From an optimization exercise on the open Yosys and OpenROAD flow, aimed at small area, a short achievable clock period and few clock cycles; shortcuts taken in it are not production practice.
Function was not checked in any run shown here: the RTL went through the layout flow alone.
Power is estimated from default activity; no workload was simulated.

==> design/flow/design.v <==
`default_nettype none
module proc (
    clk, rst,
    imem_addr, imem_rd, imem_rdata,
    dmem_addr, dmem_wdata, dmem_wr, dmem_rd, dmem_rdata,
    wb_en, wb_reg, wb_data, st_en, st_addr, st_data, halt
    );
    input  wire        clk;
    input  wire        rst;
    output wire [15:0] imem_addr;
    output wire        imem_rd;
    input  wire [15:0] imem_rdata;
    output wire [15:0] dmem_addr;
    output wire [15:0] dmem_wdata;
    output wire        dmem_wr;
    output wire        dmem_rd;
    input  wire [15:0] dmem_rdata;
    output wire        wb_en;
    output wire [2:0]  wb_reg;
    output wire [15:0] wb_data;
    output wire        st_en;
    output wire [15:0] st_addr;
    output wire [15:0] st_data;
    output wire        halt;
    function stop_op;
        input [15:0] i;
        begin
            stop_op = (i[15:13] == 3'b001) | (i[15:11] == 5'b00000) |
                      ((i[15:13] == 3'b011) & (i[11] & ~i[12] | i[7]));
        end
    endfunction
    reg  [15:1] fa;               
    reg         issue;            
    reg         l1, l2;           
    reg         iv1, iv2;         
    reg  [1:0]  ib1, ib2;         
    reg         fstop;            
    reg  [15:0] q0, q1, q2, q3;
    reg  [2:0]  qc;
    reg  [15:1] pcd;              
    reg         dstop;            
    reg  [15:0] rf [0:7];
    reg  [7:0]  rfv;              
    reg         ev;
    reg  [15:0] eA, eB, eimm;
    reg  [15:1] elink;
    reg  [2:0]  edst;
    reg         ewr, eld, est, ehalt;
    reg  [3:0]  efa, efb;         
    reg         euimm;            
    reg         einv;             
    reg  [1:0]  eshop;            
    reg  [1:0]  esetop;           
    reg         rs_sum, rs_xor, rs_andn, rs_sh, rs_btr, rs_imm, rs_slbi, rs_set, rs_link;
    reg         m1v, m1wr, m1ld, m1st, m1halt;
    reg  [15:0] m1res, m1sd;
    reg  [2:0]  m1dst;
    reg         m1_stall;         
    reg         m1rd, m1wrq;      
    reg         dv1, dv2;
    reg  [1:0]  db1, db2;
    reg         m2v, m2wr, m2ld, m2halt;
    reg  [15:0] m2res;
    reg  [2:0]  m2dst;
    reg         m3v, m3wr, m3ld, m3halt;
    reg  [15:0] m3res;
    reg  [2:0]  m3dst;
    reg         wen, whalt;
    reg  [2:0]  wreg;
    reg  [15:0] wdat;
    wire [15:0] m3val = m3ld ? dmem_rdata : m3res;
    wire m3w = m3v & m3wr;
    wire [15:0] opA = ({16{efa[0]}} & m1res) | ({16{efa[1]}} & m2res) | ({16{efa[2]}} & m3res) | ({16{efa[3]}} & eA);
    wire [15:0] rB  = ({16{efb[0]}} & m1res) | ({16{efb[1]}} & m2res) | ({16{efb[2]}} & m3res) | ({16{efb[3]}} & eB);
    wire [15:0] opB = euimm ? eimm : rB;
    wire [15:0] ain = einv ? ~opA : opA;
    wire [16:0] sum17 = {1'b0, ain} + {1'b0, opB} + {16'b0, einv};
    wire [15:0] sum = sum17[15:0];
    wire        cout = sum17[16];
    wire        shr = eshop[1];
    wire [3:0]  sa  = opB[3:0];
    wire [3:0]  ka  = shr ? ~sa : sa;
    wire [15:0] r0  = shr ? {opA[14:0], opA[15]} : opA;
    wire [15:0] r1  = ka[0] ? {r0[14:0], r0[15]}    : r0;
    wire [15:0] r2  = ka[1] ? {r1[13:0], r1[15:14]} : r1;
    wire [15:0] r3  = ka[2] ? {r2[11:0], r2[15:12]} : r2;
    wire [15:0] r4  = ka[3] ? {r3[7:0],  r3[15:8]}  : r3;
    wire [15:0] lmask = 16'hffff << sa;
    wire [15:0] rmask = 16'hffff >> sa;
    wire [15:0] shmask = ~eshop[0] ? 16'hffff : (shr ? rmask : lmask);
    wire [15:0] shres = r4 & shmask;
    wire [15:0] btr;
    genvar gi;
    generate for (gi = 0; gi < 16; gi = gi + 1) begin : g_btr
        assign btr[gi] = opA[15 - gi];
    end endgenerate
    wire eq  = (opA == rB);
    wire sle = (opA[15] ^ rB[15]) ? opA[15] : ~sum[15];
    wire setv = (esetop == 2'b00) ? eq :
                (esetop == 2'b01) ? (sle & ~eq) :
                (esetop == 2'b10) ? sle : cout;
    wire [15:0] eres =
        ({16{rs_sum}}  & sum) |
        ({16{rs_xor}}  & (opA ^ opB)) |
        ({16{rs_andn}} & (opA & ~opB)) |
        ({16{rs_sh}}   & shres) |
        ({16{rs_btr}}  & btr) |
        ({16{rs_imm}}  & eimm) |
        ({16{rs_slbi}} & {opA[7:0], eimm[7:0]}) |
        ({16{rs_set}}  & {15'b0, setv}) |
        ({16{rs_link}} & {elink, 1'b0});
    wire [15:0] ir = q0;
    wire [4:0]  op = ir[15:11];
    wire dv = (qc != 3'd0) & ~dstop;
    wire is_rr    = (op == 5'b11011);                   
    wire is_rsh   = (op == 5'b11010);                   
    wire is_set   = (op[4:2] == 3'b111);                
    wire is_btr   = (op == 5'b11001);
    wire is_ia    = (op[4:2] == 3'b010);                
    wire is_ish   = (op[4:2] == 3'b101);                
    wire is_st    = (op == 5'b10000);
    wire is_ld    = (op == 5'b10001);
    wire is_stu   = (op == 5'b10011);
    wire is_lbi   = (op == 5'b11000);
    wire is_slbi  = (op == 5'b10010);
    wire is_br    = (op[4:2] == 3'b011);
    wire is_j     = (op == 5'b00100);
    wire is_jal   = (op == 5'b00110);
    wire is_jrx   = (op[4:2] == 3'b001) & op[0];       
    wire is_jalr  = (op == 5'b00111);
    wire is_halt  = (op == 5'b00000);
    wire [2:0] rsA = ir[10:8];
    wire [2:0] rsB = ir[7:5];
    wire useA = is_rr | is_rsh | is_set | is_btr | is_ia | is_ish | is_st | is_ld | is_stu |
                is_slbi | is_br | is_jrx;
    wire useB = is_rr | is_rsh | is_set | is_st | is_stu;
    wire dwr  = is_rr | is_rsh | is_set | is_btr | is_ia | is_ish | is_ld | is_stu |
                is_lbi | is_slbi | is_jal | is_jalr;
    wire [2:0] ddst = (is_rr | is_rsh | is_set | is_btr) ? ir[4:2] :
                      (is_ia | is_ish | is_ld) ? ir[7:5] :
                      (is_jal | is_jalr) ? 3'd7 : ir[10:8];
    wire [15:0] sx5 = {{11{ir[4]}}, ir[4:0]};
    wire [15:0] zx5 = {11'b0, ir[4:0]};
    wire [15:0] sx8 = {{8{ir[7]}}, ir[7:0]};
    wire [15:0] zx8 = {8'b0, ir[7:0]};
    wire [15:0] dimm = (is_lbi | is_jrx) ? sx8 :
                       is_slbi ? zx8 :
                       ((op[4:1] == 4'b0101) | is_ish) ? zx5 : sx5;
    function ldpend;
        input [2:0] r;
        begin
            ldpend = (ev & eld & (edst == r)) | (m1v & m1ld & (m1dst == r)) |
                     (m2v & m2ld & (m2dst == r));
        end
    endfunction
    wire hazard = (useA & ldpend(rsA)) | (useB & ldpend(rsB));
    wire e_early = rs_imm | rs_slbi;
    wire [15:0] e_early_val = rs_slbi ? {opA[7:0], eimm[7:0]} : eimm;
    wire sA_E  = ev & ewr & (edst == rsA);
    wire sA_M1 = m1v & m1wr & (m1dst == rsA);
    wire sA_M2 = m2v & m2wr & (m2dst == rsA);
    wire sA_M3 = m3w & (m3dst == rsA);
    wire [15:0] rfA = rfv[rsA] ? rf[rsA] : 16'h0000;
    wire availA = sA_E ? e_early : sA_M1 ? ~m1ld : sA_M2 ? ~m2ld : sA_M3 ? ~m3ld : 1'b1;
    wire [15:0] dvalA = sA_E ? e_early_val : sA_M1 ? m1res : sA_M2 ? m2res : sA_M3 ? m3res : rfA;
    wire dzero = (dvalA == 16'h0000);
    wire taken = (op[1:0] == 2'b00) ? dzero :
                 (op[1:0] == 2'b01) ? ~dzero :
                 (op[1:0] == 2'b10) ? dvalA[15] : ~dvalA[15];
    wire ctl_wait = (is_br | is_jrx) & ~availA;
    wire [15:1] pc2 = pcd + 15'd1;
    wire [15:0] boff = is_br ? sx8 : {{5{ir[10]}}, ir[10:0]};
    wire [15:1] dtgt = pc2 + boff[15:1];
    wire [15:0] jsum = dvalA + sx8;
    wire d_go = dv & ~hazard & ~ctl_wait & ~m1_stall;
    wire redirect = d_go & (is_j | is_jal | is_jrx | (is_br & taken));
    wire [15:1] rtarget = is_jrx ? jsum[15:1] : dtgt;
    wire [15:0] rdA = sA_M3 ? m3val : rfA;
    wire [15:0] rdB = (m3w & (m3dst == rsB)) ? m3val : (rfv[rsB] ? rf[rsB] : 16'h0000);
    wire m1wrv = m1v & m1wr;
    wire m2wrv = m2v & m2wr;
    wire [3:0] fA = ~useA ? 4'b1000 :
                    sA_E ? 4'b0001 :
                    sA_M1 ? 4'b0010 :
                    sA_M2 ? 4'b0100 : 4'b1000;
    wire [3:0] fB = ~useB ? 4'b1000 :
                    (ev & ewr & (edst == rsB)) ? 4'b0001 :
                    (m1wrv & (m1dst == rsB)) ? 4'b0010 :
                    (m2wrv & (m2dst == rsB)) ? 4'b0100 : 4'b1000;
    assign imem_rd = issue;
    assign imem_addr = {fa, 1'b0};
    wire push = l2 & ~redirect;
    wire [15:1] fa_seq = issue ? fa + 15'd1 : fa;
    wire fstop_nr = (push & stop_op(imem_rdata)) ? 1'b1 :
                    (d_go & is_br) ? 1'b0 : fstop;
    wire [2:0] qc_go   = qc - 3'd1 + {2'b0, l2};
    wire [2:0] qc_nogo = qc + {2'b0, l2};
    function nbusy;
        input [1:0] b;
        begin
            nbusy = (issue & (fa[2:1] == b)) | (iv1 & (ib1 == b)) | (iv2 & (ib2 == b));
        end
    endfunction
    wire [2:0] inf_n = {2'b0, issue} + {2'b0, l1};
    wire room_go   = (qc_go + inf_n) < 3'd4;
    wire room_nogo = (qc_nogo + inf_n) < 3'd4;
    wire issue_nr = ~fstop_nr & ~nbusy(fa_seq[2:1]) & (d_go ? room_go : room_nogo);
    wire issue_r  = ~nbusy(rtarget[2:1]);
    wire [1:0] mbank = m1res[2:1];
    wire m1mem = m1v & (m1ld | m1st);
    wire [1:0] ebank = sum[2:1];
    wire emem = ev & (eld | est);
    wire stall_n = m1_stall ?
        (m1mem & ((dv1 & (db1 == mbank)) | (dv2 & (db2 == mbank)))) :
        (emem & ((m1mem & (mbank == ebank)) | (dv1 & (db1 == ebank)) | (dv2 & (db2 == ebank))));
    always @(posedge clk) begin
        if (rst) begin
            fa <= 15'd0;
            issue <= 1'b1;
            l1 <= 1'b0; l2 <= 1'b0;
            iv1 <= 1'b0; iv2 <= 1'b0;
            fstop <= 1'b0;
        end else begin
            fa <= redirect ? rtarget : fa_seq;
            issue <= redirect ? issue_r : issue_nr;
            l1 <= issue & ~redirect;
            l2 <= l1 & ~redirect;
            iv1 <= issue; iv2 <= iv1;
            fstop <= redirect ? 1'b0 : fstop_nr;
        end
        ib1 <= fa[2:1]; ib2 <= ib1;
        if (rst | redirect) begin
            qc <= 3'd0;
        end else begin
            qc <= d_go ? qc_go : qc_nogo;
        end
        if (d_go) begin
            q0 <= (l2 && qc == 3'd1) ? imem_rdata : q1;
            q1 <= (l2 && qc == 3'd2) ? imem_rdata : q2;
            q2 <= (l2 && qc == 3'd3) ? imem_rdata : q3;
            q3 <= imem_rdata;
        end else begin
            if (l2 && qc == 3'd0) q0 <= imem_rdata;
            if (l2 && qc == 3'd1) q1 <= imem_rdata;
            if (l2 && qc == 3'd2) q2 <= imem_rdata;
            if (l2 && qc == 3'd3) q3 <= imem_rdata;
        end
        if (rst) begin
            pcd <= 15'd0;
            dstop <= 1'b0;
        end else begin
            if (redirect) pcd <= rtarget;
            else if (d_go) pcd <= pc2;
            if (d_go & is_halt) dstop <= 1'b1;
        end
        if (rst) begin
            ev <= 1'b0;
        end else if (~m1_stall) begin
            ev <= d_go;
        end
        if (m1_stall) begin
            eA <= opA;
            eB <= rB;
            efa <= 4'b1000;
            efb <= 4'b1000;
        end else begin
            eA <= rdA;
            eB <= rdB;
            efa <= fA;
            efb <= fB;
            eimm <= dimm;
            elink <= pc2;
            edst <= ddst;
            ewr <= dwr;
            eld <= is_ld;
            est <= is_st | is_stu;
            ehalt <= is_halt;
            euimm <= ~(is_rr | is_rsh | is_set);
            einv <= (is_rr & (ir[1:0] == 2'b01)) | (op == 5'b01001) | (is_set & (op[1:0] != 2'b11));
            eshop <= is_rsh ? ir[1:0] : op[1:0];
            esetop <= op[1:0];
            rs_sum  <= (is_rr & ~ir[1]) | (op[4:1] == 4'b0100) | is_ld | is_st | is_stu;
            rs_xor  <= (is_rr & (ir[1:0] == 2'b10)) | (op == 5'b01010);
            rs_andn <= (is_rr & (ir[1:0] == 2'b11)) | (op == 5'b01011);
            rs_sh   <= is_rsh | is_ish;
            rs_btr  <= is_btr;
            rs_imm  <= is_lbi;
            rs_slbi <= is_slbi;
            rs_set  <= is_set;
            rs_link <= is_jal | is_jalr;
        end
        if (rst) begin
            m1v <= 1'b0;
            m1_stall <= 1'b0;
            m1rd <= 1'b0;
            m1wrq <= 1'b0;
        end else begin
            if (~m1_stall) m1v <= ev;
            m1_stall <= stall_n;
            m1rd  <= (m1_stall ? (m1v & m1ld) : (ev & eld)) & ~stall_n;
            m1wrq <= (m1_stall ? (m1v & m1st) : (ev & est)) & ~stall_n;
        end
        if (~m1_stall) begin
            m1wr <= ewr; m1ld <= eld; m1st <= est; m1halt <= ehalt;
            m1res <= eres; m1sd <= rB; m1dst <= edst;
        end
        if (rst) begin
            dv1 <= 1'b0; dv2 <= 1'b0;
        end else begin
            dv1 <= m1rd | m1wrq; dv2 <= dv1;
        end
        db1 <= mbank; db2 <= db1;
        if (rst) begin
            m2v <= 1'b0; m3v <= 1'b0;
        end else begin
            m2v <= m1v & ~m1_stall;
            m3v <= m2v;
        end
        m2wr <= m1wr; m2ld <= m1ld; m2halt <= m1halt; m2res <= m1res; m2dst <= m1dst;
        m3wr <= m2wr; m3ld <= m2ld; m3halt <= m2halt; m3res <= m2res; m3dst <= m2dst;
        if (m3w) rf[m3dst] <= m3val;
        if (rst) begin
            rfv <= 8'h00;
            wen <= 1'b0;
            whalt <= 1'b0;
        end else begin
            if (m3w) rfv[m3dst] <= 1'b1;
            wen <= m3w;
            if (m3v & m3halt) whalt <= 1'b1;
        end
        wreg <= m3dst;
        wdat <= m3val;
    end
    assign dmem_addr  = m1res;
    assign dmem_wdata = m1sd;
    assign dmem_rd    = m1rd;
    assign dmem_wr    = m1wrq;
    assign st_en      = m1wrq;
    assign st_addr    = m1res;
    assign st_data    = m1sd;
    assign wb_en      = wen;
    assign wb_reg     = wreg;
    assign wb_data    = wdat;
    assign halt       = whalt;
endmodule
`default_nettype wire
==> design/flow/flow/run.sh <==
#!/bin/bash
set -euo pipefail
bash standard.sh SETUP_SLACK_MARGIN=8 finish > make.log 2>&1
==> design/flow/standard.sh <==
#!/bin/bash
# synth_recipe.tcl (not shown) runs the flow's synth.tcl, then flattens the netlist and writes it again
# the make line also repeats each setting of config.mk as NAME=value (left out here)
make -C /OpenROAD-flow-scripts/flow DESIGN_CONFIG=/design/flow/config.mk WORK_HOME=/design/flow/orfs CLKGATE_MAP_FILE= SYNTH_SCRIPT=/design/flow/synth_recipe.tcl "${@:-finish}"
==> design/flow/config.mk <==
export PLATFORM = sky130hd
export DESIGN_NAME = proc
export DESIGN_NICKNAME = proc
export VERILOG_FILES = /design/flow/design.v
export SDC_FILE = /design/flow/constraint.sdc
export NUM_CORES = 4
export LEC_CHECK = 0
export CAP_MARGIN = 20
export CORE_MARGIN = 2
export CORE_UTILIZATION = 40
export SLEW_MARGIN = 20
==> design/flow/constraint.sdc <==
create_clock -name core_clock -period 12.0 [get_ports {clk}]
set_input_delay 2.4000 -clock core_clock [delete_from_list [all_inputs] [get_ports {clk}]]
set_output_delay 2.4000 -clock core_clock [all_outputs]
set_load 0.01 [all_outputs]
==> results of run 1 <==
## report_power, final
group / internal (uW) / switching (uW)
Clock: 890 / 676
Sequential: 2120 / 503
Combinational: 1840 / 2540
## layer usage
layer  global-route usage [%]  part of all wire [%]  up-vias
met1                     35.2                    42    10200
met4                     9.69                   3.6        6
met2                     41.1                    46      985
li1                         -                     -     9213
met3                     4.63                   8.4      169
met5                        0                 0.038        -
## cells in the mapped netlist (all sizes together) (6+ instances only)
cell / number / area share (%)
a21oi: 67 / 1.4
and3: 24 / 0.61
buf: 78 / 2.0
nand2: 202 / 3.1
nand3b: 6 / 0.18
inv: 77 / 1.2
nand3: 66 / 1.4
o311ai: 15 / 0.53
a22oi: 81 / 2.5
mux2: 98 / 4.5
or2: 6 / 0.15
nor4: 11 / 0.31
xnor2: 91 / 3.2
ha: 73 / 3.7
nor3: 41 / 0.83
nor3b: 12 / 0.37
dfxtp: 220 / 18
a31oi: 54 / 1.4
o2111ai: 9 / 0.32
a21o: 17 / 0.52
a211oi: 19 / 0.58
edfxtp: 229 / 28
xor2: 50 / 1.8
o31ai: 6 / 0.20
nand2b: 19 / 0.51
mux4: 68 / 6.2
o22ai: 21 / 0.53
and2: 13 / 0.33
clkbuf: 103 / 1.6
o21ai: 141 / 2.9
a221oi: 33 / 1.2
a311oi: 7 / 0.25
nand4: 27 / 0.69
mux2i: 26 / 1.1
nor2: 210 / 3.2
a222oi: 16 / 0.65
o21a: 12 / 0.37
a32oi: 7 / 0.25
o211ai: 23 / 0.70
nor2b: 25 / 0.64
## cells by family after synthesis
kind of cell | after synthesis
AOI/OAI and AO/OA | 574
xor gates and xnor gates | 141
adders and majority gates | 76
buffers and inverters | 259
DFF | 449
muxes | 192
other | 1
and+or+nand+nor | 679
## worst max-delay path: cells and delay by family (launching register included)
kind / cells / cell delay (ps)
compound gates: 6 / 1280
simple gates: 5 / 990
flops: 1 / 540
buf+inv: 3 / 530
xor+xnor: 2 / 380
fa+ha+maj: 1 / 280
mux: 1 / 200
## worst paths after layout
| kind | slack [ps] | end | cells past startpoint |
|---|---|---|---|
| setup / recovery | 7690 | pcd[15] | 18 |
| hold / removal | 330 | m3halt | 0 |
| setup reg to reg | 7690 | pcd[15] | 18 |
| hold reg to reg | 330 | m3halt | 0 |
## timing repair
action | 4_1_cts | 5_1_grt
gates resized for setup | 150 | 98
endpoints found under the setup margin | 182 | 111
pin swaps | 26 | 36
setup buffers | 70 | 35
cloned | 1 | 6
## stage by stage
stage	hold WS [ps]	instances	total power, uW	utilization [%]	area (um2)
after floorplan	310	2371	5230	-	24600
after global placement	316	3142	6470	43.5	26400
after detailed placement	322	3142	6530	43.5	26400
after CTS	335	3307	8320	47.9	29000
after global routing	336	3350	9050	49.1	29800
final	329	3353	8570	49.2	29800
## sequential cells by signal, indices dropped and copies added (netlist names), 4 cells and up, named ones only
name,count
eA,16
eB,16
efa,4
efb,4
eimm,9
elink,15
fa,15
m1res,16
m1sd,16
m2res,16
m3res,16
pcd,15
q0,16
q1,16
q2,16
q3,16
rf,128
rfv,8
wdat,16
## area by class of cell
cell class | count | area share (%)
diodes | 3 | 0.0252
clock buffers | 74 | 4.98
clock inverters | 20 | 0.672
inverters | 78 | 1.04
multi-input cells | 1666 | 43.5
flip-flops and latches | 449 | 38.0
well taps | 782 | 3.29
repair buffers | 278 | 8.42
repair inverters | 3 | 0.0588
==> results.yml, run 1 <==
setup_path:
  arrival_ps: 4830
  crit_fanout: 8
  endpoint_kind: "flip-flop"
  crit_path_frequent_cell: "buf_4"
  crit_path_max_incr_delay_ps: 600
  cp-start-kind: "flip-flop"
  path_class: "flip-flop to flip-flop"
  worstPathCellList: "buf_4, xnor2_1, and4_4, buf_4, buf_4, nor3_1, a311oi_1, nand2b_2, ha_1, a21o_1, a21oi_2, nor3b_1, o211ai_1, a31oi_1, xnor2_1, mux2i_1, nand2_1, a221oi_1"
  worstPathRequired_ps: 12520
  rr_startpoint: "q0[10]"
  startpoint: "q0[10]"
  critPathSlowestCell: "a311oi_1"
place:
  place_ws_ps: 6790
  port_buffers: 137
  gp_congestion: 0.957
  dp_hpwl_mm: 57.9
logic_synthesis:
  synthesis.nets: 2481
  netlist_instances: 2371
  synth_top_family_by_area: "compound AO/OA/AOI/OAI gates"
  yosys_warnings: 1
  postSynthAreaPerCell_um2: 10.4
  ys_types: 83
  ys_ff_latch: 449
  synth-adder-area-share_pct: 3.96
  synthSimpleGateAreaFrac_pct: 12.8
  synth_compound_area_share_pct: 15.9
  ys_seq_area_share_pct: 45.9
  ys.flop_type: "edfxtp_1"
  yosys-mux-area-fraction_pct: 11.8
  synthesis.area_um2: 24600
  synth_edf_count: 229
  synth_xor_area_share_pct: 5.02
  synthArstFlopShare_pct: 0
clock_network:
  clk_pin_slew_ps: 60
  ctsLongestPathBuffers: 3
  clock_sinks: 449
  cts_buffers: 50
  clock_latency_ps: 640
  tritoncts: "built"
  ctsHoldBuffers: 0
  ctsRootBufferMaster: "clkbuf_16"
  cts_max_level: 2
flow_run:
  max-cap-violations: 0
layout:
  syn2layout_area_growth_pct: 21.0
  nFillCells: 5466
  post_route_cells_drive_above_1_share_pct: 21.4
  final_cell_mix: "229 x edfxtp_1, 205 x nor2_1, 202 x dfxtp_1"
  area.sequential_um2: 11300
  final_common_cell: "edfxtp_1"
  multi_input_area_um2: 13000
  final_nets: 2636
timing:
  max_slew.worst_pin.slew_ps: 1080
  relSlewSlack_pct: 28.3
  finalHoldViolations: 0
  slew_violations: 0
  setup_slack_ps: 7690
  skew_ps: 40.6
  rsz0062_at_grt: "yes"
  finalCritPeriodShare_pct: 35.9
  layout_min_cycle_time_ps: 4310
  setup_viol: 0
  setup-tns-final_ps: 0
  timing.fmax_mhz: 232
die:
  die_w_um: 252
  die_area_um2: 63500
  initial_core_util_pct: 40.6
  rows: 90
  die_y_um: 252
  io_pins: 139
  core_um2: 60600
global_routing:
  grt_max_degree: 60
  grtUsageTotal_pct: 25.9
  grt_first_pass_wirelength_mm: 125
  antenna_found_initial: 5
  grt_pass1_vias: 19700
  grt-ovfl-total: 0
min_path:
  hold_class: "flip-flop to flip-flop"
  hp-start: "m2halt"
run_status:
  status: "finished clean"
detailed_routing:
  drt_iter0_drc: 2268
  route.detailed.drc: 0
  via_count: 20500
  dr.pass1.iters: 6
  wl_per_cell_um: 25.3
  via_per_inst: 6.13
  routed_wl_mm: 84.9
  antenna_left: 0
power_and_ir_drop:
  powerDensity_nw_per_um2: 288
  vdd_drop_max_mv: 0.158
  power.leakage_uw: 0.0115
==> run 2, diff against run 1 <==
--- a/design/flow/design.v
+++ b/design/flow/design.v
@@ -42,8 +42,10 @@
     reg  [15:0] rf [0:7];
     reg  [7:0]  rfv;              
     reg         ev;
-    reg  [15:0] eA, eB, eimm;
-    reg  [15:1] elink;
+    reg  [15:0] eA, eB;
+    reg  [7:0]  eimm;
+    reg         esx;              
+    reg  [1:0]  ebk;              
     reg  [2:0]  edst;
     reg         ewr, eld, est, ehalt;
     reg  [3:0]  efa, efb;         
@@ -55,10 +57,9 @@
     reg         m1v, m1wr, m1ld, m1st, m1halt;
     reg  [15:0] m1res, m1sd;
     reg  [2:0]  m1dst;
-    reg         m1_stall;         
     reg         m1rd, m1wrq;      
-    reg         dv1, dv2;
-    reg  [1:0]  db1, db2;
+    reg         dv1;
+    reg  [1:0]  db1;
     reg         m2v, m2wr, m2ld, m2halt;
     reg  [15:0] m2res;
     reg  [2:0]  m2dst;
@@ -72,7 +73,8 @@
     wire m3w = m3v & m3wr;
     wire [15:0] opA = ({16{efa[0]}} & m1res) | ({16{efa[1]}} & m2res) | ({16{efa[2]}} & m3res) | ({16{efa[3]}} & eA);
     wire [15:0] rB  = ({16{efb[0]}} & m1res) | ({16{efb[1]}} & m2res) | ({16{efb[2]}} & m3res) | ({16{efb[3]}} & eB);
-    wire [15:0] opB = euimm ? eimm : rB;
+    wire [15:0] eimm16 = {{8{esx & eimm[7]}}, eimm};
+    wire [15:0] opB = euimm ? eimm16 : rB;
     wire [15:0] ain = einv ? ~opA : opA;
     wire [16:0] sum17 = {1'b0, ain} + {1'b0, opB} + {16'b0, einv};
     wire [15:0] sum = sum17[15:0];
@@ -105,10 +107,10 @@
         ({16{rs_andn}} & (opA & ~opB)) |
         ({16{rs_sh}}   & shres) |
         ({16{rs_btr}}  & btr) |
-        ({16{rs_imm}}  & eimm) |
+        ({16{rs_imm}}  & eimm16) |
         ({16{rs_slbi}} & {opA[7:0], eimm[7:0]}) |
         ({16{rs_set}}  & {15'b0, setv}) |
-        ({16{rs_link}} & {elink, 1'b0});
+        ({16{rs_link}} & rB);
     wire [15:0] ir = q0;
     wire [4:0]  op = ir[15:11];
     wire dv = (qc != 3'd0) & ~dstop;
@@ -155,7 +157,7 @@
     endfunction
     wire hazard = (useA & ldpend(rsA)) | (useB & ldpend(rsB));
     wire e_early = rs_imm | rs_slbi;
-    wire [15:0] e_early_val = rs_slbi ? {opA[7:0], eimm[7:0]} : eimm;
+    wire [15:0] e_early_val = rs_slbi ? {opA[7:0], eimm[7:0]} : eimm16;
     wire sA_E  = ev & ewr & (edst == rsA);
     wire sA_M1 = m1v & m1wr & (m1dst == rsA);
     wire sA_M2 = m2v & m2wr & (m2dst == rsA);
@@ -168,11 +170,17 @@
                  (op[1:0] == 2'b01) ? ~dzero :
                  (op[1:0] == 2'b10) ? dvalA[15] : ~dvalA[15];
     wire ctl_wait = (is_br | is_jrx) & ~availA;
+    wire is_mem = is_ld | is_st | is_stu;
+    wire [1:0] dbank = dvalA[2:1] + ir[2:1] + {1'b0, dvalA[0] & ir[0]};
+    wire mem_wait = is_mem & (~availA |
+        (ev & (eld | est) & (ebk == dbank)) |
+        (m1v & (m1ld | m1st) & (m1res[2:1] == dbank)) |
+        (dv1 & (db1 == dbank)));
     wire [15:1] pc2 = pcd + 15'd1;
     wire [15:0] boff = is_br ? sx8 : {{5{ir[10]}}, ir[10:0]};
     wire [15:1] dtgt = pc2 + boff[15:1];
     wire [15:0] jsum = dvalA + sx8;
-    wire d_go = dv & ~hazard & ~ctl_wait & ~m1_stall;
+    wire d_go = dv & ~hazard & ~ctl_wait & ~mem_wait;
     wire redirect = d_go & (is_j | is_jal | is_jrx | (is_br & taken));
     wire [15:1] rtarget = is_jrx ? jsum[15:1] : dtgt;
     wire [15:0] rdA = sA_M3 ? m3val : rfA;
@@ -206,13 +214,6 @@
     wire room_nogo = (qc_nogo + inf_n) < 3'd4;
     wire issue_nr = ~fstop_nr & ~nbusy(fa_seq[2:1]) & (d_go ? room_go : room_nogo);
     wire issue_r  = ~nbusy(rtarget[2:1]);
-    wire [1:0] mbank = m1res[2:1];
-    wire m1mem = m1v & (m1ld | m1st);
-    wire [1:0] ebank = sum[2:1];
-    wire emem = ev & (eld | est);
-    wire stall_n = m1_stall ?
-        (m1mem & ((dv1 & (db1 == mbank)) | (dv2 & (db2 == mbank)))) :
-        (emem & ((m1mem & (mbank == ebank)) | (dv1 & (db1 == ebank)) | (dv2 & (db2 == ebank))));
     always @(posedge clk) begin
         if (rst) begin
             fa <= 15'd0;
@@ -253,67 +254,51 @@
             else if (d_go) pcd <= pc2;
             if (d_go & is_halt) dstop <= 1'b1;
         end
-        if (rst) begin
-            ev <= 1'b0;
-        end else if (~m1_stall) begin
-            ev <= d_go;
-        end
-        if (m1_stall) begin
-            eA <= opA;
-            eB <= rB;
-            efa <= 4'b1000;
-            efb <= 4'b1000;
-        end else begin
-            eA <= rdA;
-            eB <= rdB;
-            efa <= fA;
-            efb <= fB;
-            eimm <= dimm;
-            elink <= pc2;
-            edst <= ddst;
-            ewr <= dwr;
-            eld <= is_ld;
-            est <= is_st | is_stu;
-            ehalt <= is_halt;
-            euimm <= ~(is_rr | is_rsh | is_set);
-            einv <= (is_rr & (ir[1:0] == 2'b01)) | (op == 5'b01001) | (is_set & (op[1:0] != 2'b11));
-            eshop <= is_rsh ? ir[1:0] : op[1:0];
-            esetop <= op[1:0];
-            rs_sum  <= (is_rr & ~ir[1]) | (op[4:1] == 4'b0100) | is_ld | is_st | is_stu;
-            rs_xor  <= (is_rr & (ir[1:0] == 2'b10)) | (op == 5'b01010);
-            rs_andn <= (is_rr & (ir[1:0] == 2'b11)) | (op == 5'b01011);
-            rs_sh   <= is_rsh | is_ish;
-            rs_btr  <= is_btr;
-            rs_imm  <= is_lbi;
-            rs_slbi <= is_slbi;
-            rs_set  <= is_set;
-            rs_link <= is_jal | is_jalr;
-        end
+        if (rst) ev <= 1'b0;
+        else ev <= d_go;
+        eA <= rdA;
+        eB <= (is_jal | is_jalr) ? {pc2, 1'b0} : rdB;
+        efa <= fA;
+        efb <= fB;
+        eimm <= dimm[7:0];
+        esx <= dimm[15];
+        ebk <= dbank;
+        edst <= ddst;
+        ewr <= dwr;
+        eld <= is_ld;
+        est <= is_st | is_stu;
+        ehalt <= is_halt;
+        euimm <= ~(is_rr | is_rsh | is_set);
+        einv <= (is_rr & (ir[1:0] == 2'b01)) | (op == 5'b01001) | (is_set & (op[1:0] != 2'b11));
+        eshop <= is_rsh ? ir[1:0] : op[1:0];
+        esetop <= op[1:0];
+        rs_sum  <= (is_rr & ~ir[1]) | (op[4:1] == 4'b0100) | is_ld | is_st | is_stu;
+        rs_xor  <= (is_rr & (ir[1:0] == 2'b10)) | (op == 5'b01010);
+        rs_andn <= (is_rr & (ir[1:0] == 2'b11)) | (op == 5'b01011);
+        rs_sh   <= is_rsh | is_ish;
+        rs_btr  <= is_btr;
+        rs_imm  <= is_lbi;
+        rs_slbi <= is_slbi;
+        rs_set  <= is_set;
+        rs_link <= is_jal | is_jalr;
         if (rst) begin
             m1v <= 1'b0;
-            m1_stall <= 1'b0;
             m1rd <= 1'b0;
             m1wrq <= 1'b0;
         end else begin
-            if (~m1_stall) m1v <= ev;
-            m1_stall <= stall_n;
-            m1rd  <= (m1_stall ? (m1v & m1ld) : (ev & eld)) & ~stall_n;
-            m1wrq <= (m1_stall ? (m1v & m1st) : (ev & est)) & ~stall_n;
-        end
-        if (~m1_stall) begin
-            m1wr <= ewr; m1ld <= eld; m1st <= est; m1halt <= ehalt;
-            m1res <= eres; m1sd <= rB; m1dst <= edst;
-        end
-        if (rst) begin
-            dv1 <= 1'b0; dv2 <= 1'b0;
-        end else begin
-            dv1 <= m1rd | m1wrq; dv2 <= dv1;
-        end
-        db1 <= mbank; db2 <= db1;
+            m1v <= ev;
+            m1rd <= ev & eld;
+            m1wrq <= ev & est;
+        end
+        m1wr <= ewr; m1ld <= eld; m1st <= est; m1halt <= ehalt;
+        m1res <= eres; m1sd <= rB; m1dst <= edst;
+        if (rst) dv1 <= 1'b0;
+        else dv1 <= m1rd | m1wrq;
+        db1 <= m1res[2:1];
         if (rst) begin
             m2v <= 1'b0; m3v <= 1'b0;
         end else begin
-            m2v <= m1v & ~m1_stall;
+            m2v <= m1v;
             m3v <= m2v;
         end
         m2wr <= m1wr; m2ld <= m1ld; m2halt <= m1halt; m2res <= m1res; m2dst <= m1dst;
==> run 2 against run 1 <==
Compared with the run above: core utilization grew 0.65 points; sequential power shrank 6%; cell count shrank 0.72%; synthesized cell count grew 0.59%; setup slack lost 360 ps; synthesized area shrank 3.4%; via count shrank 1.6%; clock power shrank 3%; critical path type unchanged; largest power group unchanged.
==> results.yml, run 2 <==
die:
  die_area_um2: 61400
  die_y_um: 248
  initial_core_util_pct: 40.3
  core_um2: 58900
  io_pins: 139
  rows: 89
  die_w_um: 248
detailed_routing:
  via_per_inst: 6.07
  wl_per_cell_um: 24.2
  routed_wl_mm: 80.5
  drt_iter0_drc: 1919
  dr.pass1.iters: 8
  antenna_left: 0
  via_count: 20200
  route.detailed.drc: 0
global_routing:
  grt-ovfl-total: 0
  grt_first_pass_wirelength_mm: 120
  grt_max_degree: 56
  grtUsageTotal_pct: 25.5
  grt_pass1_vias: 19400
  antenna_found_initial: 0
clock_network:
  ctsRootBufferMaster: "clkbuf_16"
  tritoncts: "built"
  cts_buffers: 49
  ctsLongestPathBuffers: 3
  clk_pin_slew_ps: 60
  clock_latency_ps: 610
  ctsHoldBuffers: 0
  cts_max_level: 2
  clock_sinks: 434
setup_path:
  endpoint_kind: "flip-flop"
  crit_fanout: 8
  arrival_ps: 5160
  path_class: "flip-flop to flip-flop"
  worstPathRequired_ps: 12490
  cp-start-kind: "flip-flop"
logic_synthesis:
  netlist_instances: 2385
  postSynthAreaPerCell_um2: 9.97
  ys_ff_latch: 434
  ys.flop_type: "dfxtp_1"
  synthesis.area_um2: 23800
  ys_seq_area_share_pct: 42.6
  ys_types: 88
  synth_most_common_cell: "dfxtp_1"
  synthArstFlopShare_pct: 0
  synth_common_cells: "290 x dfxtp_1, 208 x nor2_1, 199 x nand2_1, 144 x edfxtp_1, 122 x a21oi_1"
  synthesis.nets: 2493
  synth_area_leaders: "dfxtp_1 24%, edfxtp_1 18%, mux4_2 6.4%, mux2_2 4.6%, ha_1 3.7%"
  synth_top_area_share_pct: 24.4
  yosys_warnings: 1
  synth_edf_count: 144
  yosys.area.top_type: "dfxtp_1"
flow_run:
  max-cap-violations: 0
layout:
  syn2layout_area_growth_pct: 23.5
  antennaDiodeCount: 0
  largest_reg_flops: 128
  final_cell_mix: "255 x dfxtp_1, 200 x nor2_1, 186 x nand2_1"
  final_nets: 2623
  top_register: "rf"
  post_route_cells_drive_above_1_share_pct: 21.8
  final_common_cell: "dfxtp_1"
timing:
  setup-tns-final_ps: 0
  fin_hold_ws_ps: 329
  slew_violations: 0
  timing.fmax_mhz: 214
  layout_min_cycle_time_ps: 4670
  rsz0062_at_grt: "yes"
  setup_viol: 0
  finalCritPeriodShare_pct: 38.9
  skew_ps: 17.3
  finalHoldViolations: 0
  relSlewSlack_pct: 20.7
  max_slew.worst_pin.slew_ps: 1180
power_and_ir_drop:
  switchingPower_uw: 3730
  swShare_pct: 43.1
  clkPwrFrac_pct: 17.6
  power.leakage_uw: 0.0115
  vdd_drop_max_mv: 0.162
  pwr-share-seq_pct: 28.4
  internal-power_uw: 4920
  combPwrFrac_pct: 54.1
  powerDensity_nw_per_um2: 295
place:
  dp_hpwl_mm: 55.1
  port_buffers: 137
  gp_congestion: 0.967
min_path:
  hold_class: "flip-flop to flip-flop"
run_status:
  status: "finished clean"
-- run 2: changes by cell type in the layout (fill, tap and decap cells not counted), sizes merged, moves of 25 or more --
cell,change
edfxtp,-85
dfxtp,+70
a21oi,+56
o21ai,-35
a31oi,-29
o22ai,+29
dlygate4sd2,-28
buf,-25
-- run 2: final timing paths --
path / slack (ps) / endpoint / depth (start not counted) / from
worst max-delay path: 7330 / flip-flop / 21 / q0[9]
worst min-delay path: 330 / m2halt / 0 / m1halt
worst max register to register: 7330 / flip-flop / 21 / q0[9]
worst min register to register: 330 / m2halt / 0 / m1halt
-- run 2: cell families (layout without fill, tap and decap cells) --
group | Yosys count | in the layout | synth area share [%]
buffers and inverters | 246 | 414 | 4.66
adders and majority gates | 74 | 74 | 3.99
muxes | 209 | 209 | 12.9
AOI/OAI and AO/OA | 610 | 610 | 17.2
and+or+nand+nor | 674 | 677 | 13.5
xor gates and xnor gates | 137 | 137 | 5.05
DFF | 434 | 434 | 42.6
other | 1 | 1 | 0.0158
-- run 2: timing repair --
item,in CTS,in global routing
gates resized for setup,185,83
setup buffers,56,17
endpoints found under the setup margin,168,151
cloned,11,3
pin swaps,24,20
-- run 2: power groups by stage --
stage / Combinational (uW) / Clock (uW) / Sequential, uW
floorplan: 3040 / 0 / 2210
global placement: 3860 / 0 / 2450
detailed placement: 3930 / 0 / 2460
CTS: 4460 / 1540 / 2430
global route: 5030 / 1600 / 2490
finish: 4680 / 1520 / 2450
-- run 2: metal layers --
metal / track usage, % / up-vias / routed length, um
met1: 33.2 / 9856 / 32500
met5: 0 / - / 0
met3: 4.83 / 214 / 6880
met4: 11.3 / 0 / 4100
li1: - / 9132 / -
met2: 41.3 / 1014 / 37000
-- run 2: cell type report --
type / count / area, um2
Clock buffer: 67 / 1330
Clock inverter: 25 / 292
Fill cell: 5190 / 29600
Inverter: 65 / 251
Multi-Input combinational cell: 1708 / 13500
Sequential cell: 434 / 10200
Tap cell: 773 / 967
Timing Repair Buffer: 257 / 2750
-- run 2: metrics by stage --
stage                     setup slack [ps]  std cells  instance area, um2  utilization [%]  power (uW)
final                                 7330       3329               29300             49.8        8650
after global routing                  7140       3329               29300             49.8        9120
after CTS                             7440       3308               28800             48.9        8430
after detailed placement              5780       3149               25700             43.7        6390
after global placement                5990       3149               25700             43.7        6300
after floorplan                       7490       2385               24000                -        5240
-- run 2: worst max-delay path, cell delays in order, from the launching register on --
cell,delay (ps)
edfxtp_1,350
buf_4,140
mux4_2,540
mux2i_4,280
nor4_4,70
nor4_2,150
buf_4,180
o21ai_2,60
and2_4,140
fa_2,620
xor2_2,220
nor3b_2,70
o21ai_1,190
a311oi_2,150
a2111oi_4,250
buf_4,170
and2_4,200
buf_12,180
nand2_8,90
mux2_2,320
nor2_1,110
nor2_1,60
==> run 3, diff against run 2 <==
--- a/design/flow/config.mk
+++ b/design/flow/config.mk
@@ -5,6 +5,7 @@
 export SDC_FILE = /design/flow/constraint.sdc
 export NUM_CORES = 4
 export LEC_CHECK = 0
+export ABC_AREA = 1
 export CAP_MARGIN = 20
 export CORE_MARGIN = 2
 export CORE_UTILIZATION = 40
==> run 3 against run 2 <==
Compared with the run above: count of clock-buffer cells in the layout decreased by 5; setup slack better by 640 ps; sequential power fell by 4%; critical path type unchanged; largest cell class unchanged.
==> results.yml, run 3 <==
clock_network:
  clock_latency_ps: 590
  ctsLongestPathBuffers: 3
  cts_buffers: 50
  clk_pin_slew_ps: 60
  ctsRootBufferMaster: "clkbuf_16"
  ctsHoldBuffers: 0
  clock_sinks: 434
  cts_max_level: 2
  tritoncts: "built"
global_routing:
  antenna_found_initial: 1
  grt_first_pass_wirelength_mm: 125
  grt_pass1_vias: 21300
  grt-ovfl-total: 0
  grtUsageTotal_pct: 25.5
  grt_max_degree: 93
place:
  dp_hpwl_mm: 56.8
  port_buffers: 137
  gp_congestion: 0.934
  place_ws_ps: 5650
timing:
  setup_viol: 0
  timing.fmax_mhz: 248
  max_slew.worst_pin.slew_ps: 1030
  setup_slack_ps: 7970
  skew_ps: 14.2
  slew_violations: 0
  finalCritPeriodShare_pct: 33.6
  setup-tns-final_ps: 0
  rsz0062_at_grt: "yes"
  finalHoldViolations: 0
  layout_min_cycle_time_ps: 4030
  fin_hold_ws_ps: 326
  relSlewSlack_pct: 31.0
detailed_routing:
  via_per_inst: 5.40
  routed_wl_mm: 83.8
  antenna_left: 0
  via_count: 23300
  route.detailed.drc: 0
  drt_iter0_drc: 2356
  wl_per_cell_um: 19.4
  dr.pass1.iters: 6
setup_path:
  cp-start-kind: "flip-flop"
  critPathBufInv: 7
  endpoint_kind: "flip-flop"
  worstPathRequired_ps: 12470
  crit_fanout: 9
  worstRegToRegCells: 25
  arrival_ps: 4500
  path_delay_family: "simple AND/OR/NAND/NOR gates"
  path_class: "flip-flop to flip-flop"
  crit_path_frequent_cell: "nand2_2"
  critPathSlowestCell: "edfxtp_1"
  crit_cells: 25
  crit_path_max_incr_delay_ps: 530
logic_synthesis:
  synthArstFlopShare_pct: 0
  synthesis.nets: 3474
  postSynthAreaPerCell_um2: 7.20
  synth_common_cells: "827 x nand2_1, 428 x o21ai_0, 403 x inv_1, 305 x nor2_1, 290 x dfxtp_1"
  synth_top_area_share_pct: 24.0
  ys_ff_latch: 434
  ys_types: 56
  ys.flop_type: "dfxtp_1"
  synth_most_common_cell: "nand2_1"
  synthesis.area_um2: 24200
  synth_edf_count: 144
  yosys.area.top_type: "dfxtp_1"
  yosys_warnings: 1
  ys_seq_area_share_pct: 41.8
  synth_area_leaders: "dfxtp_1 24%, edfxtp_1 18%, nand2_1 13%, o21ai_0 8.8%, inv_1 6.2%"
  netlist_instances: 3366
layout:
  final_common_cell: "nand2_1"
  antennaDiodeCount: 0
  top_register: "rf"
  syn2layout_area_growth_pct: 22.9
  final_cell_mix: "763 x nand2_1, 395 x inv_1, 374 x o21ai_0"
  post_route_cells_drive_above_1_share_pct: 11.9
  largest_reg_flops: 128
  final_nets: 3609
flow_run:
  max-cap-violations: 0
die:
  io_pins: 139
  core_um2: 60100
  rows: 90
  die_w_um: 250
  initial_core_util_pct: 40.3
  die_y_um: 250
  die_area_um2: 62600
power_and_ir_drop:
  power.leakage_uw: 0.0129
  p_total_uw: 9760
  powerDensity_nw_per_um2: 328
  vdd_drop_max_mv: 0.168
min_path:
  whs_path_depth: 0
  hold_class: "flip-flop to flip-flop"
run_status:
  status: "finished clean"
==> run 3: worst paths after layout <==
path	from	endpoint	slack, ps
max	q0[9]	q1[6]	7970
min	m1halt	m2halt	330
max reg2reg	q0[9]	q1[6]	7970
min reg2reg	m1halt	m2halt	330
==> run 3: per-stage QoR <==
step / util [%] / instances / area, um2
6_report: 49.5 / 4325 / 29800
5_1_grt: 49.5 / 4325 / 29800
4_1_cts: 47.8 / 4291 / 28700
3_5_place_dp: 43.3 / 4145 / 26000
3_3_place_gp: 43.3 / 4145 / 26000
2_1_floorplan: - / 3366 / 24200
==> run 3: worst reg2reg max path, delay by kind of cell (launching register included) <==
| kind | cells | cell delay [ps] |
|---|---|---|
| and+or+nand+nor | 10 | 1000 |
| xor gates and xnor gates | 3 | 620 |
| adders and majority gates | 1 | 410 |
| buffers and inverters | 7 | 970 |
| AOI/OAI and AO/OA | 4 | 370 |
| DFF | 1 | 530 |
==> run 3: final cells by class <==
type / instances / area [um2]
Fill cell: 5919 / 30400
Multi-Input combinational cell: 2338 / 12500
Sequential cell: 434 / 10200
Timing Repair Buffer: 257 / 2720
Inverter: 416 / 1640
Clock buffer: 62 / 1380
Tap cell: 782 / 978
Clock inverter: 32 / 268
Timing Repair inverter: 4 / 63.8
==> run 3: power breakdown <==
| group | internal [uW] | leakage (uW) | switching [uW] |
|---|---|---|---|
| clock | 901 | 0.000812 | 642 |
| sequential | 2000 | 0.00374 | 359 |
| combinational | 2130 | 0.00839 | 3730 |
| total | 5030 | 0.0129 | 4730 |
==> run 3: per-layer routing <==
metal / GRT usage [%] / vias up / part of all wire [%] / wire, um
met5: 0 / - / 0 / 0
met4: 7.97 / 0 / 3.0 / 2470
met3: 3.12 / 154 / 7.4 / 6180
met2: 40.2 / 958 / 45 / 37800
met1: 36.2 / 10900 / 45 / 37400
li1: - / 11400 / - / -
==> run 3: timing repair <==
item | in CTS | in global routing
buffers inserted | 43 | 20
setup endpoints to repair | 166 | 145
pin swaps | 17 | 37
hold endpoints to repair | 0 | 0
resized for setup | 138 | 219
cloned | 9 | 14
==> run 3: cell families (layout without fill, tap and decap cells) <==
kind of cell               count (synthesis)  in the layout  synth area share [%]
AOI/OAI and AO/OA                        799            799                  18.0
xor gates and xnor gates                  89             89                  3.22
adders and majority gates                 74             74                  3.91
buffers and inverters                    599            771                  10.1
DFF                                      434            434                  41.8
muxes                                      6              6                 0.248
other                                      1              1                0.0155
and+or+nand+nor                         1364           1369                  22.7
==> run 4, diff against run 3 <==
--- a/design/flow/design.v
+++ b/design/flow/design.v
@@ -96,7 +96,7 @@
     generate for (gi = 0; gi < 16; gi = gi + 1) begin : g_btr
         assign btr[gi] = opA[15 - gi];
     end endgenerate
-    wire eq  = (opA == rB);
+    wire eq  = (sum == 16'h0000);      
     wire sle = (opA[15] ^ rB[15]) ? opA[15] : ~sum[15];
     wire setv = (esetop == 2'b00) ? eq :
                 (esetop == 2'b01) ? (sle & ~eq) :
@@ -156,8 +156,8 @@
         end
     endfunction
     wire hazard = (useA & ldpend(rsA)) | (useB & ldpend(rsB));
-    wire e_early = rs_imm | rs_slbi;
-    wire [15:0] e_early_val = rs_slbi ? {opA[7:0], eimm[7:0]} : eimm16;
+    wire e_early = rs_imm | rs_slbi | rs_link;
+    wire [15:0] e_early_val = rs_slbi ? {opA[7:0], eimm[7:0]} : rs_link ? eB : eimm16;
     wire sA_E  = ev & ewr & (edst == rsA);
     wire sA_M1 = m1v & m1wr & (m1dst == rsA);
     wire sA_M2 = m2v & m2wr & (m2dst == rsA);
@@ -178,11 +178,12 @@
         (dv1 & (db1 == dbank)));
     wire [15:1] pc2 = pcd + 15'd1;
     wire [15:0] boff = is_br ? sx8 : {{5{ir[10]}}, ir[10:0]};
-    wire [15:1] dtgt = pc2 + boff[15:1];
-    wire [15:0] jsum = dvalA + sx8;
+    wire [15:1] tga = is_jrx ? dvalA[15:1] : pc2;
+    wire [15:1] tgb = is_jrx ? sx8[15:1] : boff[15:1];
+    wire [15:1] dtgt = tga + tgb + {14'b0, is_jrx & dvalA[0] & ir[0]};
     wire d_go = dv & ~hazard & ~ctl_wait & ~mem_wait;
     wire redirect = d_go & (is_j | is_jal | is_jrx | (is_br & taken));
-    wire [15:1] rtarget = is_jrx ? jsum[15:1] : dtgt;
+    wire [15:1] rtarget = dtgt;
     wire [15:0] rdA = sA_M3 ? m3val : rfA;
     wire [15:0] rdB = (m3w & (m3dst == rsB)) ? m3val : (rfv[rsB] ? rf[rsB] : 16'h0000);
     wire m1wrv = m1v & m1wr;
==> run 4 against run 3 <==
Compared with the run above: largest cell class unchanged; die area is 0.16% lower; worst hold slack better by 8.9 ps; still clean; largest power group unchanged; sequential power hardly changed; synthesized cell count hardly changed; non-clock buffer count is 28 higher; clock skew is 12 ps higher; global-route usage is 1.3 points higher.
==> results.yml, run 4 <==
min_path:
  holdPathEnd: "m3halt"
  hp-start: "m2halt"
  whs_path_depth: 0
  hold_class: "flip-flop to flip-flop"
timing:
  fin_hold_ws_ps: 335
  max_slew.worst_pin.slew_ps: 1050
  finalCritPeriodShare_pct: 34.9
  timing.fmax_mhz: 239
  setup_viol: 0
  finalHoldViolations: 0
  layout_min_cycle_time_ps: 4190
  rsz0062_at_grt: "yes"
  skew_ps: 26.6
  setup-tns-final_ps: 0
  slew_violations: 0
  relSlewSlack_pct: 30.0
power_and_ir_drop:
  vdd_drop_max_mv: 0.172
  power.leakage_uw: 0.0131
  powerDensity_nw_per_um2: 309
clock_network:
  clk_pin_slew_ps: 60
  tritoncts: "built"
  cts_buffers: 49
  clock_sinks: 434
  cts_max_level: 2
  ctsLongestPathBuffers: 3
  ctsHoldBuffers: 0
  clock_latency_ps: 610
  ctsRootBufferMaster: "clkbuf_16"
layout:
  largest_reg_flops: 128
  final_cell_area_um2: 29700
  syn2layout_area_growth_pct: 22.6
  final_cells: 4341
  antennaDiodeCount: 0
  post_route_cells_drive_above_1_share_pct: 11.6
  top_register: "rf"
  final_common_cell: "nand2_1"
  nFillCells: 5923
  final_nets: 3614
  final_cell_mix: "864 x nand2_1, 402 x inv_1, 349 x o21ai_0"
place:
  gp_congestion: 0.984
  port_buffers: 137
  dp_hpwl_mm: 57.7
  placedCellCount: 4141
  place_area_um2: 25900
global_routing:
  antenna_found_initial: 0
  grtUsageTotal_pct: 26.7
  grt_pass1_vias: 21700
  grt_max_degree: 61
  grt_first_pass_wirelength_mm: 130
  grt-ovfl-total: 0
logic_synthesis:
  postSynthAreaPerCell_um2: 7.19
  ys_types: 59
  synth_top_area_share_pct: 24.0
  synthArstFlopShare_pct: 0
  ys.flop_type: "dfxtp_1"
  synth_common_cells: "882 x nand2_1, 419 x inv_1, 378 x o21ai_0, 296 x nor2_1, 290 x dfxtp_1"
  yosys.area.top_type: "dfxtp_1"
  synth_most_common_cell: "nand2_1"
  yosys_warnings: 1
  ys_seq_area_share_pct: 41.9
  ys_ff_latch: 434
  synthesis.nets: 3459
  synth_edf_count: 144
  netlist_instances: 3365
  synth_area_leaders: "dfxtp_1 24%, edfxtp_1 18%, nand2_1 14%, o21ai_0 7.8%, inv_1 6.5%"
  synthesis.area_um2: 24200
detailed_routing:
  antenna_left: 0
  routed_wl_mm: 86.0
  via_count: 23300
  wl_per_cell_um: 19.8
  via_per_inst: 5.37
  route.detailed.drc: 0
  drt_iter0_drc: 2668
  dr.pass1.iters: 6
setup_path:
  rr_startpoint: "q0[9]"
  worstRegToRegCells: 33
  crit_path_frequent_cell: "nand2_1"
  crit_path_max_incr_delay_ps: 450
  endpoint_kind: "flip-flop"
  crit_fanout: 5
  r2r_slack_ps: 7810
  cp-start-kind: "flip-flop"
  r2r-end: "fa[13]"
  path_class: "flip-flop to flip-flop"
  worstPathRequired_ps: 12540
  arrival_ps: 4720
  critPathSlowestCell: "edfxtp_1"
die:
  io_pins: 139
  die_y_um: 250
  die_w_um: 250
  initial_core_util_pct: 40.2
  die_area_um2: 62500
  rows: 90
  core_um2: 60100
flow_run:
  max-cap-violations: 0
run_status:
  status: "finished clean"
-- run 4: cell count changes in the layout (fill, tap and decap cells not counted), sizes merged, moves of 11 or more --
cell    delta
nand2     +61
o21ai     -25
a21oi     -23
buf       +18
ha        -15
o211ai    -14
inv       +11
-- run 4: cells by family (layout without fill, tap and decap cells) --
group,Yosys count,count (layout),synth area share [%]
AOI/OAI and AO/OA,744,744,16.8
xor gates and xnor gates,85,85,3.11
adders and majority gates,60,60,3.23
buffers and inverters,622,811,10.8
DFF,434,434,41.9
muxes,11,11,0.455
other,1,1,0.0155
and+or+nand+nor,1408,1413,23.7
-- run 4: per-layer routing --
| layer | vias to the layer above | part of all wire (%) | routed length [um] | track usage (%) |
|---|---|---|---|---|
| li1 | 11300 | - | - | - |
| met1 | 10800 | 44 | 37800 | 37.7 |
| met2 | 1053 | 44 | 37700 | 40.9 |
| met3 | 185 | 8.4 | 7180 | 4.35 |
| met4 | 0 | 3.8 | 3270 | 10.2 |
| met5 | - | 0 | 0 | 0 |
-- run 4: worst max-delay path, delay by kind of cell, from the launching register on --
kind | cells | cell delay [ps]
flip-flops | 1 | 450
AO/OA/AOI/OAI | 5 | 490
buffers and inverters | 4 | 430
adder cells (fa/ha/maj) | 2 | 630
AND/OR/NAND/NOR | 21 | 1870
XOR/XNOR | 1 | 250
-- run 4: worst max path at each step --
stage,depth (start not counted),endpoint,start
final,33,fa[13],q0[9]
after global placement,26,flip-flop,q0[8]
after CTS,30,fa[11],q0[9]
after floorplan,28,fa[13],q0[14]
after global routing,33,fa[13],q0[8]
after detailed placement,26,flip-flop,q0[8]
-- run 4: timing repair --
item / in CTS / in global routing
setup buffers: 69 / 14
resized for setup: 181 / 67
pin swaps: 44 / 17
endpoints found under the hold margin: 0 / 0
setup endpoints to repair: 171 / 140
gates cloned: 17 / 8
-- run 4: report_power, final --
group | switching (uW) | internal [uW] | total [uW]
combinational | 3280 | 1920 | 5200
clock | 650 | 933 | 1580
sequential | 392 | 1980 | 2370
total | 4320 | 4840 | 9160
-- run 4: layout make-up --
class	count	area (um2)	area share, %
multi-input combinational	2314	12000	40.4
sequential	434	10200	34.4
timing repair buffer	285	3120	10.5
inverter	436	1690	5.70
clock buffer	62	1360	4.58
tap	782	978	3.30
clock inverter	28	335	1.13
-- run 4: per-stage QoR --
stage,util (%),setup WS (ps),power [uW]
6_report,49.3,7810,9160
5_1_grt,49.3,7500,9780
4_1_cts,48.5,7930,8820
3_5_place_dp,43.1,6110,6640
3_3_place_gp,43.1,6240,6650
2_1_floorplan,-,8050,5300
==> run 5, diff against run 4 <==
--- a/design/flow/config.mk
+++ b/design/flow/config.mk
@@ -8,5 +8,5 @@
 export ABC_AREA = 1
 export CAP_MARGIN = 20
 export CORE_MARGIN = 2
-export CORE_UTILIZATION = 40
+export CORE_UTILIZATION = 60
 export SLEW_MARGIN = 20
==> run 5 against run 4 <==
Compared with the run above: sequential cell count stayed put; sequential power hardly changed; clock skew shrank 8.4 ps.
==> results.yml, run 5 <==
setup_path:
  r2r-end: "pcd[13]"
  worstRegToRegCells: 31
  path_class: "flip-flop to flip-flop"
  critPathBufInv: 4
  crit_fanout: 6
  worstPathRequired_ps: 12540
  crit_cells: 31
  rr_startpoint: "q0[10]"
  arrival_ps: 4730
  r2r_slack_ps: 7810
  endpoint_kind: "flip-flop"
  critPathSlowestCell: "edfxtp_1"
  path_delay_family: "simple AND/OR/NAND/NOR gates"
  cp-start-kind: "flip-flop"
  crit_path_frequent_cell: "nand2_1"
  crit_path_max_incr_delay_ps: 480
clock_network:
  tritoncts: "built"
  cts_buffers: 47
  clock_latency_ps: 600
  ctsHoldBuffers: 0
  cts_max_level: 2
  clk_pin_slew_ps: 60
  ctsRootBufferMaster: "clkbuf_16"
  clock_sinks: 434
  ctsLongestPathBuffers: 3
flow_run:
  max-cap-violations: 0
logic_synthesis:
  synth_most_common_cell: "nand2_1"
  synthArstFlopShare_pct: 0
  ys.flop_type: "dfxtp_1"
  ys_ff_latch: 434
  synth_top_area_share_pct: 24.0
  yosys.area.top_type: "dfxtp_1"
  ys_types: 59
  synth_common_cells: "882 x nand2_1, 419 x inv_1, 378 x o21ai_0, 296 x nor2_1, 290 x dfxtp_1"
  yosys_warnings: 1
  synth_area_leaders: "dfxtp_1 24%, edfxtp_1 18%, nand2_1 14%, o21ai_0 7.8%, inv_1 6.5%"
  netlist_instances: 3365
  synthesis.nets: 3459
  postSynthAreaPerCell_um2: 7.19
  ys_seq_area_share_pct: 41.9
  synthesis.area_um2: 24200
  synth_edf_count: 144
die:
  initial_core_util_pct: 60.9
  io_pins: 139
  die_w_um: 205
  rows: 73
  core_um2: 39700
  die_y_um: 205
  die_area_um2: 41900
run_status:
  status: "finished clean"
power_and_ir_drop:
  clkPwrFrac_pct: 15.1
  combPwrFrac_pct: 59.0
  vdd_drop_max_mv: 0.188
  pwr-share-seq_pct: 25.9
  internal-power_uw: 4640
  power.leakage_uw: 0.0130
  powerDensity_nw_per_um2: 314
  swShare_pct: 49.0
  switchingPower_uw: 4460
  p_total_uw: 9100
layout:
  top_register: "rf"
  final_cells: 4085
  multi_input_area_um2: 12100
  syn2layout_area_growth_pct: 19.9
  final_common_cell: "nand2_1"
  nFillCells: 3094
  final_cell_area_um2: 29000
  final_cell_mix: "859 x nand2_1, 405 x inv_1, 350 x o21ai_0"
  final_nets: 3617
  antennaDiodeCount: 0
  area.sequential_um2: 10200
  largest_reg_flops: 128
  post_route_cells_drive_above_1_share_pct: 11.4
detailed_routing:
  dr.pass1.iters: 9
  via_per_inst: 6.09
  via_count: 24900
  route.detailed.drc: 0
  drt_iter0_drc: 3649
  antenna_left: 0
  routed_wl_mm: 87.4
  wl_per_cell_um: 21.4
timing:
  relSlewSlack_pct: 32.7
  slew_violations: 0
  rsz0062_at_grt: "yes"
  layout_min_cycle_time_ps: 4190
  max_slew.worst_pin.slew_ps: 1010
  finalHoldViolations: 0
  setup-tns-final_ps: 0
  setup_viol: 0
  skew_ps: 18.2
  timing.fmax_mhz: 238
  finalCritPeriodShare_pct: 34.9
global_routing:
  grt_first_pass_wirelength_mm: 130
  grt_max_degree: 81
  grtUsageTotal_pct: 40.3
  grt-ovfl-total: 0
  grt_pass1_vias: 22700
  antenna_found_initial: 0
min_path:
  hold_class: "flip-flop to flip-flop"
  whs_path_depth: 0
  hp-start: "ehalt"
  holdPathEnd: "m1halt"
place:
  placedCellCount: 3876
  gp_congestion: 1.06
  place_area_um2: 25500
  dp_hpwl_mm: 57.9
  port_buffers: 137
-- run 5: cell counts after synthesis --
Identical to the previous run, type by type.
-- run 5: logic make-up (layout without fill, tap and decap cells) --
kind of cell | Yosys count | in the layout | synth area share, %
muxes | 11 | 11 | 0.455
xor gates and xnor gates | 85 | 85 | 3.11
adders and majority gates | 60 | 60 | 3.23
DFF | 434 | 434 | 41.9
AOI/OAI and AO/OA | 744 | 744 | 16.8
and+or+nand+nor | 1408 | 1416 | 23.7
other | 1 | 1 | 0.0155
buffers and inverters | 622 | 809 | 10.8
-- run 5: cell type report --
cell class / instances / share of cell area (%)
inverters: 436 / 5.86
well taps: 525 / 2.26
repair buffers: 286 / 10.0
clock buffers: 65 / 4.40
repair inverters: 1 / 0.0302
flip-flops and latches: 434 / 35.1
clock inverters: 21 / 0.457
multi-input cells: 2317 / 41.8
-- run 5: worst max path at each step --
stage           start   endpoint  slack, ps
2_1_floorplan  q0[14]     fa[13]       8050
3_3_place_gp    q0[8]  flip-flop       6370
3_5_place_dp    q0[8]  flip-flop       6190
4_1_cts        q0[10]     fa[13]       7960
5_1_grt        q0[10]     fa[12]       7600
6_report       q0[10]    pcd[13]       7810
-- run 5: power groups by stage --
| stage | registers, uW | logic [uW] | clock network, uW |
|---|---|---|---|
| 2_1_floorplan | 2190 | 3100 | 0 |
| 3_3_place_gp | 2330 | 4220 | 0 |
| 3_5_place_dp | 2340 | 4310 | 0 |
| 4_1_cts | 2320 | 4880 | 1370 |
| 5_1_grt | 2380 | 5770 | 1430 |
| 6_report | 2360 | 5370 | 1370 |
-- run 5: per-layer routing --
| layer | GRT usage, % | routed length [um] |
|---|---|---|
| met4 | 19.8 | 4720 |
| met3 | 8.42 | 11400 |
| met1 | 54.7 | 33600 |
| met2 | 61.1 | 37700 |
| met5 | 0 | 0 |
-- run 5: stage by stage --
stage / worst slack (ps) / utilization [%] / hold WS, ps
floorplan: 8050 / - / 310
global placement: 6370 / 64.2 / 311
detailed placement: 6190 / 64.2 / 312
CTS: 7960 / 71.1 / 326
global route: 7600 / 73.0 / 338
finish: 7810 / 73.0 / 326
-- run 5: repair_timing --
| item | 4_1_cts | 5_1_grt |
|---|---|---|
| endpoints found under the hold margin | 0 | 0 |
| setup endpoints to repair | 167 | 141 |
| setup buffers | 53 | 47 |
| resized for setup | 161 | 98 |
| pin swaps | 34 | 45 |
| gates cloned | 17 | 4 |

==> afterwards: timing with drivers on the ports <==
The flow's constraints put no driver on any port. The routed layouts listed below were extracted and timed again, unchanged, in two steps. Step 1 sets driving cells, clkbuf_16 on the clock port and buf_2 on the other inputs (assumed; they add their load-dependent delay and slew). Step 2 moves the port delays by t, midway between the first and last clock arrival at a register: inputs arrive t later, outputs are due t later. That takes back most of the time a late clock gives input paths. Three values: ideal ports, drivers, drivers and shift; two values: the first two.
run | t (ns) | slack for setup (ns) | worst setup path at the end | latest minus earliest clock arrival (ns) | worst slew at a driven data input, ns
run 1 | 0.676 | 7.689 / 7.689 / 7.585 | input to register | 0.040 / 0.041 | 0.05
run 2 | 0.662 | 7.330 / 7.330 / 7.330 | register to register | 0.017 / 0.018 | 0.04
run 3 | 0.653 | 7.971 / 7.952 / 7.706 | input to register | 0.015 / 0.015 | 0.04
run 4 | 0.658 | 7.813 / 7.813 / 7.550 | input to register | 0.031 / 0.030 | 0.05
run 5 | 0.657 | 7.806 / 7.806 / 7.691 | input to register | 0.019 / 0.019 | 0.05
After both steps every run listed still meets setup and hold. The setup slack of run 3, which loses most, moves by -0.019 ns with the drivers and by -0.265 ns with both steps.
